This design comes from an exercise in tuning for small area on the open sky130 flow, not from production work.
Only simulation tests tie the RTL to the original design; equivalence was not proved.
No activity file was given, so power comes from the tool's default toggle rates.

==> flow/design.v, too long to show whole: its modules and the start of the top module <==
// module Monster_state_calculator: 83 lines
// module VGA_selector: 62 lines
// module VGA_generator: 23 lines
// module VGA_render: 8 lines
// module Seven_seg: 42 lines
// module Score_counter: 31 lines
// module Hero_state: 17 lines
// module State_machine: 105 lines
// module Sprite_roms: 1999 lines
// module fury: 132 lines
module fury(clk, rst, power, btn, game_tick, move, pace, scan, bg_data,
            segment, an, vsync, hsync, vga_R, vga_G, vga_B, Led, bg_addr);
  // ...
==> flow/flow/run.sh <==
#!/bin/bash
# The standard layout (standard.sh), except that synthesis maps the logic with
# an area-oriented ABC script (flow/area.abc) in place of ORFS's speed script.
# Everything else, including the registers, is the standard synthesis.
set -euo pipefail
W=$(pwd)
export FLOW_SYNTH_TCL=$W/synth_recipe.tcl
export AREA_ABC_SCRIPT=$W/flow/area.abc
bash standard.sh SYNTH_SCRIPT=$W/flow/area_synth.tcl finish > standard.log 2>&1
==> flow/flow/area.abc <==
strash
&get -n
&deepsyn -T 600
&put
dch -f
map -a
topo
stime -c
==> flow/flow/area_synth.tcl <==
# The standard flow's synthesis script (synth_recipe.tcl), with yosys's abc pass given
# the ABC script flow/area.abc instead of ORFS's mapping script.
proc abc {args} {
  set i [lsearch $args -script]
  if {$i >= 0} {
    set args [lreplace $args $i [expr {$i + 1}] -script $::env(AREA_ABC_SCRIPT)]
  }
  yosys abc {*}$args
}
source $::env(FLOW_SYNTH_TCL)
==> flow/standard.sh <==
#!/bin/bash
# synth_recipe.tcl (not shown) runs the flow's synth.tcl, then flattens the netlist and writes it again
# the make line also repeats each setting of config.mk as NAME=value (left out here)
make -C /OpenROAD-flow-scripts/flow DESIGN_CONFIG=/design/flow/config.mk WORK_HOME=/design/flow/orfs CLKGATE_MAP_FILE= SYNTH_SCRIPT=/design/flow/synth_recipe.tcl "${@:-finish}"
==> flow/config.mk <==
export PLATFORM = sky130hd
export DESIGN_NAME = fury
export DESIGN_NICKNAME = fury
export VERILOG_FILES = /design/flow/design.v
export SDC_FILE = /design/flow/constraint.sdc
export NUM_CORES = 4
export LEC_CHECK = 0
export CAP_MARGIN = 20
export CORE_MARGIN = 2
export CORE_UTILIZATION = 20
export PLACE_DENSITY = 0.3
export SLEW_MARGIN = 20
==> flow/constraint.sdc <==
create_clock -name core_clock -period 20.0 [get_ports {clk}]
set_input_delay 4.0000 -clock core_clock [delete_from_list [all_inputs] [get_ports {clk}]]
set_output_delay 4.0000 -clock core_clock [all_outputs]
set_load 0.01 [all_outputs]
==> reports/metrics.csv, run 1 <==
metric,value,unit
comb_multi_in,2658,
FMAX,93.3,MHz
vias in the first global route,27000,
DRT Pass-1 Iters,6,
chip width,318,µm
"commonest non-fill, non-tap cells in the layout","nor2_1, clkinv_1, nand2_1",
Seq. pwr,357,µW
Met1 Wirelength,57500,µm
Sequential Power Share,0.321,
pins over their slew limit,0,
clk buf depth,2,
chip height,318,µm
Inverters,515,
hold_sp,state_machine.kill_pulse,
clock network share of area,0.0249,
run status,"complete, no violations",
drt drc,0,
Synth cell types,54,
CTS tree,done,
Int Pwr,609,µW
Worst Hold Class,flop to flop,
cell area after layout,0.0232,mm²
Yosys top cell area share,0.149,
Mapped Cells,3341,
pwr/cell area,48.0,mW/mm²
hold endpoint,score_counter.pulse_d,
sequential share of cell area,0.150,
Post-Layout Cell Count,4813,
CP endpoint kind,output pin,
Comb power frac,0.371,
CTS Buf Count,17,
GRT met3 Usage,0.0618,
antenna violations before repair,6,
number of max-cap violations,0,
==> run 2: changes to the inputs <==
--- a/flow/config.mk
+++ b/flow/config.mk
@@ -10,2 +10,3 @@
 export CORE_UTILIZATION = 20
+export CTS_BUF_LIST = sky130_fd_sc_hd__clkbuf_4 sky130_fd_sc_hd__clkbuf_8
 export PLACE_DENSITY = 0.3
==> run 2 against run 1 <==
Still clean on timing, DRC and antenna. Synthesized cell count stayed put. Count of clock-buffer cells in the layout stayed put. Worst hold slack better by 8.3 ps. Largest power group unchanged.
==> reports/metrics.csv, run 2 <==
metric,value,unit,change
CP peak stage delay,580,ps,about the same
Yosys reg bits,165,,unchanged
via count,27600,,was 27700
antenna violations before repair,7,,was 6
ranking of synthesized cells by area,"dfxtp_1, nor2_1, clkinv_1",,unchanged
vias in the first global route,27000,,about the same
"Primary FF master, synth",dfxtp_1,,unchanged
die area,0.101,mm²,unchanged
slowest CP cell,clkdlybuf4s50_1,,unchanged
Largest regs,"state_machine.mc: 36 flops, state_machine.cnt: 32 flops",,unchanged
syn_area_per_cell,5.89,µm²,unchanged
worst-path cell chain,clkdlybuf4s50_1 -> nor2_1 -> clkinv_1 -> nor2_1 -> nor3_1 -> clkinv_1 -> ha_1 -> o21ai_0 -> clkdlybuf4s50_1,,unchanged
layout cell share with drive strength beyond 1,0.0468,,unchanged
Required @ worst endpoint,16000,ps,about the same
WL final,139000,µm,about the same
remaining global-route overflow,0,,unchanged
worst path buffer plus inverter count,4,,unchanged
clk root buf,clkbuf_8,,was clkbuf_16
final net count,3627,,unchanged
"Arr. time, crit path",6720,ps,was 6710 ps
Iter 0 DRT Violations,3337,,was 3318
clk buf depth,2,,unchanged
# clock sinks,165,,unchanged
chip width,318,µm,unchanged
Yosys top cell by area,dfxtp_1,,unchanged
Mapped Cells,3341,,unchanged
Setup Viol. Count Final,0,,unchanged
Yosys top cell area share,0.149,,unchanged
number of max-cap violations,0,,unchanged
"most common cell after layout, fill and taps aside",nor2_1,,unchanged
chip height,318,µm,unchanged
post-synthesis sequential area ratio,0.177,,unchanged
Crit Path Class,input port to output pin,,unchanged
Max-slew headroom,0.229,,was 0.231
Synth cell types,54,,unchanged
Setup crit start kind,input port,,unchanged
Post-CTS Setup Inserts,0,,unchanged
Worst-Skew Late Latency,570,ps,was 490 ps
max reg flops,36,,unchanged
fin crit share,0.536,,about the same
hold_buf cts,0,,unchanged
"CTS clk-pin slew, worst paths",120,ps,was 80 ps
Area growth syn-to-layout,16.7,%,was 17.7%
DRT Pass-1 Iters,6,,unchanged
WHS,428,ps,was 419 ps
GPL Wtd Cong,1.08,,unchanged
first-pass GRT wire length,199000,µm,about the same
row cnt,115,,unchanged
pwr/cell area,44.8,mW/mm²,was 48.0 mW/mm²
post-cts sizing count,0,,unchanged
Worst Hold Class,flop to flop,,unchanged
fin worst setup slack,9280,ps,was 9290 ps
"commonest non-fill, non-tap cells in the layout","nor2_1, clkinv_1, nand2_1",,unchanged
RSZ-0062 raised after global routing,no,,unchanged
largest net degree at the start of global routing,37,,unchanged
fin crit period,10720,ps,was 10710 ps
clk_skew,31.1,ps,was 24.1 ps
Reg with most FFs,state_machine.mc,,unchanged
starting density of the core,0.201,,unchanged
setup TNS,0,ps,unchanged
Via density,5.74,,was 5.75
FMAX,93.3,MHz,about the same
Routed Antenna Nets,0,,unchanged
CTS Buf Count,17,,unchanged
Fillers,11400,,was 11300
drt drc,0,,unchanged
Leakage Power,7.55,nW,was 7.64 nW
dpl ws,9260,ps,unchanged
Post-synth EDFFs,18,,unchanged
CTS tree,done,,unchanged
most numerous cell in the Yosys netlist,nor2_1,,unchanged
cell family with the largest share of critical-path delay,buffers and inverters,,unchanged
slew at the pin closest to its max-slew limit,1150,ps,about the same
GRT Util Overall,0.268,,about the same
post-synthesis cell area,0.0197,mm²,unchanged
run status,"complete, no violations",,unchanged
routed wire length per instance,28.9,µm,about the same
critical path peak fanout,7,,unchanged
Post-Layout Cell Count,4814,,was 4813
CP endpoint kind,output pin,,unchanged
HPWL Detailed,106000,µm,unchanged
total chip power,1.03,mW,was 1.11 mW
synth warn,8,,unchanged
H-Tree Depth,4,,unchanged
pins over their slew limit,0,,unchanged
core area,0.0980,mm²,unchanged
Synth top cells by count,"nor2_1, clkinv_1, nand2_1, a21oi_1, o21ai_0",,unchanged
dpl cells,4781,,unchanged
Post-synth ARST share,0,,unchanged
port buffer count,57,,unchanged
I/O Pins,66,,unchanged
"Hold Vio Cnt, Final",0,,unchanged
worst vdd ir,0.0454,mV,was 0.0658 mV
-- run 2: cell counts after synthesis --
Identical to the previous run, type by type.
-- run 2: worst paths after layout --
check | cells past startpoint | start | endpoint | slack (ps)
min | 0 | state_machine.kill_pulse | score_counter.pulse_d | 430
min reg2reg | 0 | state_machine.kill_pulse | score_counter.pulse_d | 430
max | 9 | scan[1] | segment[1] | 9280
max reg2reg | 26 | generator.x_cnt[2] | selector.RGB[7] | 11990
-- run 2: per-layer routing --
metal,part of all wire,vias to the layer above,global-route usage
li1,-,12300,-
met1,0.42,13100,0.345
met2,0.42,1702,0.407
met3,0.089,502,0.0616
met4,0.068,0,0.155
met5,0,-,0
-- run 2: metrics by stage --
step / utilization / area, µm²
after detailed placement: 0.230 / 22600
after global routing: 0.235 / 23000
final: 0.235 / 23000
after CTS: 0.234 / 23000
after global placement: 0.230 / 22600
after floorplan: - / 19700
-- run 2: layout make-up --
class	instances	area, µm²	share of cell area
Multi-Input combinational cell	2658	14300	0.620
Sequential cell	165	3480	0.152
Inverter	515	1930	0.0841
Tap cell	1287	1610	0.0700
Timing Repair Buffer	157	1320	0.0573
Clock buffer	17	234	0.0102
Clock inverter	14	153	0.00664
Antenna cell	1	2.50	0.000109
-- run 2: worst register-to-register path, cell delays in order (launching register included) --
cell and delay (ps):
dfxtp_1 320, buf_4 320, clkinv_1 600, ha_1 510, buf_4 390, clkinv_1 130, buf_4 300, nor2_1 660
clkinv_1 140, buf_4 260, nor2_1 500, clkinv_1 550, nor2_1 230, clkinv_1 380, nor2_1 200, a2111oi_0 130
a41oi_1 220, o311ai_0 280, nand2_1 130, nand2_1 260, nor2_1 420, nand2_1 160, o2111ai_1 160, o21ai_0 120
nand2_1 90, a21oi_1 60, a2111oi_0 380
-- run 2: kinds of logic after synthesis --
kind of cell | share of synthesized area
adders and majority gates | 0.0595
buffers and inverters | 0.102
AOI/OAI and AO/OA | 0.345
muxes | 0.000508
other | 0.000381
DFF | 0.177
and+or+nand+nor | 0.309
xor gates and xnor gates | 0.00712
-- run 2: where the power goes --
part / leakage [nW] / total (mW) / internal (mW) / switching (mW)
logic: 5.99 / 0.413 / 0.0981 / 0.315
clock network: 0.199 / 0.260 / 0.0937 / 0.166
registers: 1.36 / 0.358 / 0.344 / 0.0140
total: 7.55 / 1.03 / 0.535 / 0.495

## static timing again, ports no longer ideal
The flow's constraints put no driver on any port. The routed layouts listed below were extracted and timed again, unchanged, in two steps. Step 1, drivers: a clkbuf_16 drives clk and a buf_2 each remaining input, both assumed. Step 2 adds t to the input delays and takes it off the output delays; t is the mean of the earliest and latest rising clock arrival at the registers after step 1. Input paths then give back, and output paths get back, about the clock's delay inside the block. a / b / c = ideal ports / drivers / drivers and shift; a / b = the first two.
run	shift t [ns]	slack for setup (ns)	worst hold slack (ns)	worst slew at a driven data input, ns	pins driven straight from the clock port
run 1	0.542	9.287 / 9.265 / 9.062	0.419 / 0.419 / 0.419	0.03	1
run 2	0.617	9.284 / 9.262 / 9.020	0.428 / 0.428 / 0.428	0.03	1
After both steps setup and hold are still met in every run listed. The setup slack of run 2, which loses most, moves by -0.022 ns with the drivers and by -0.264 ns with both steps.
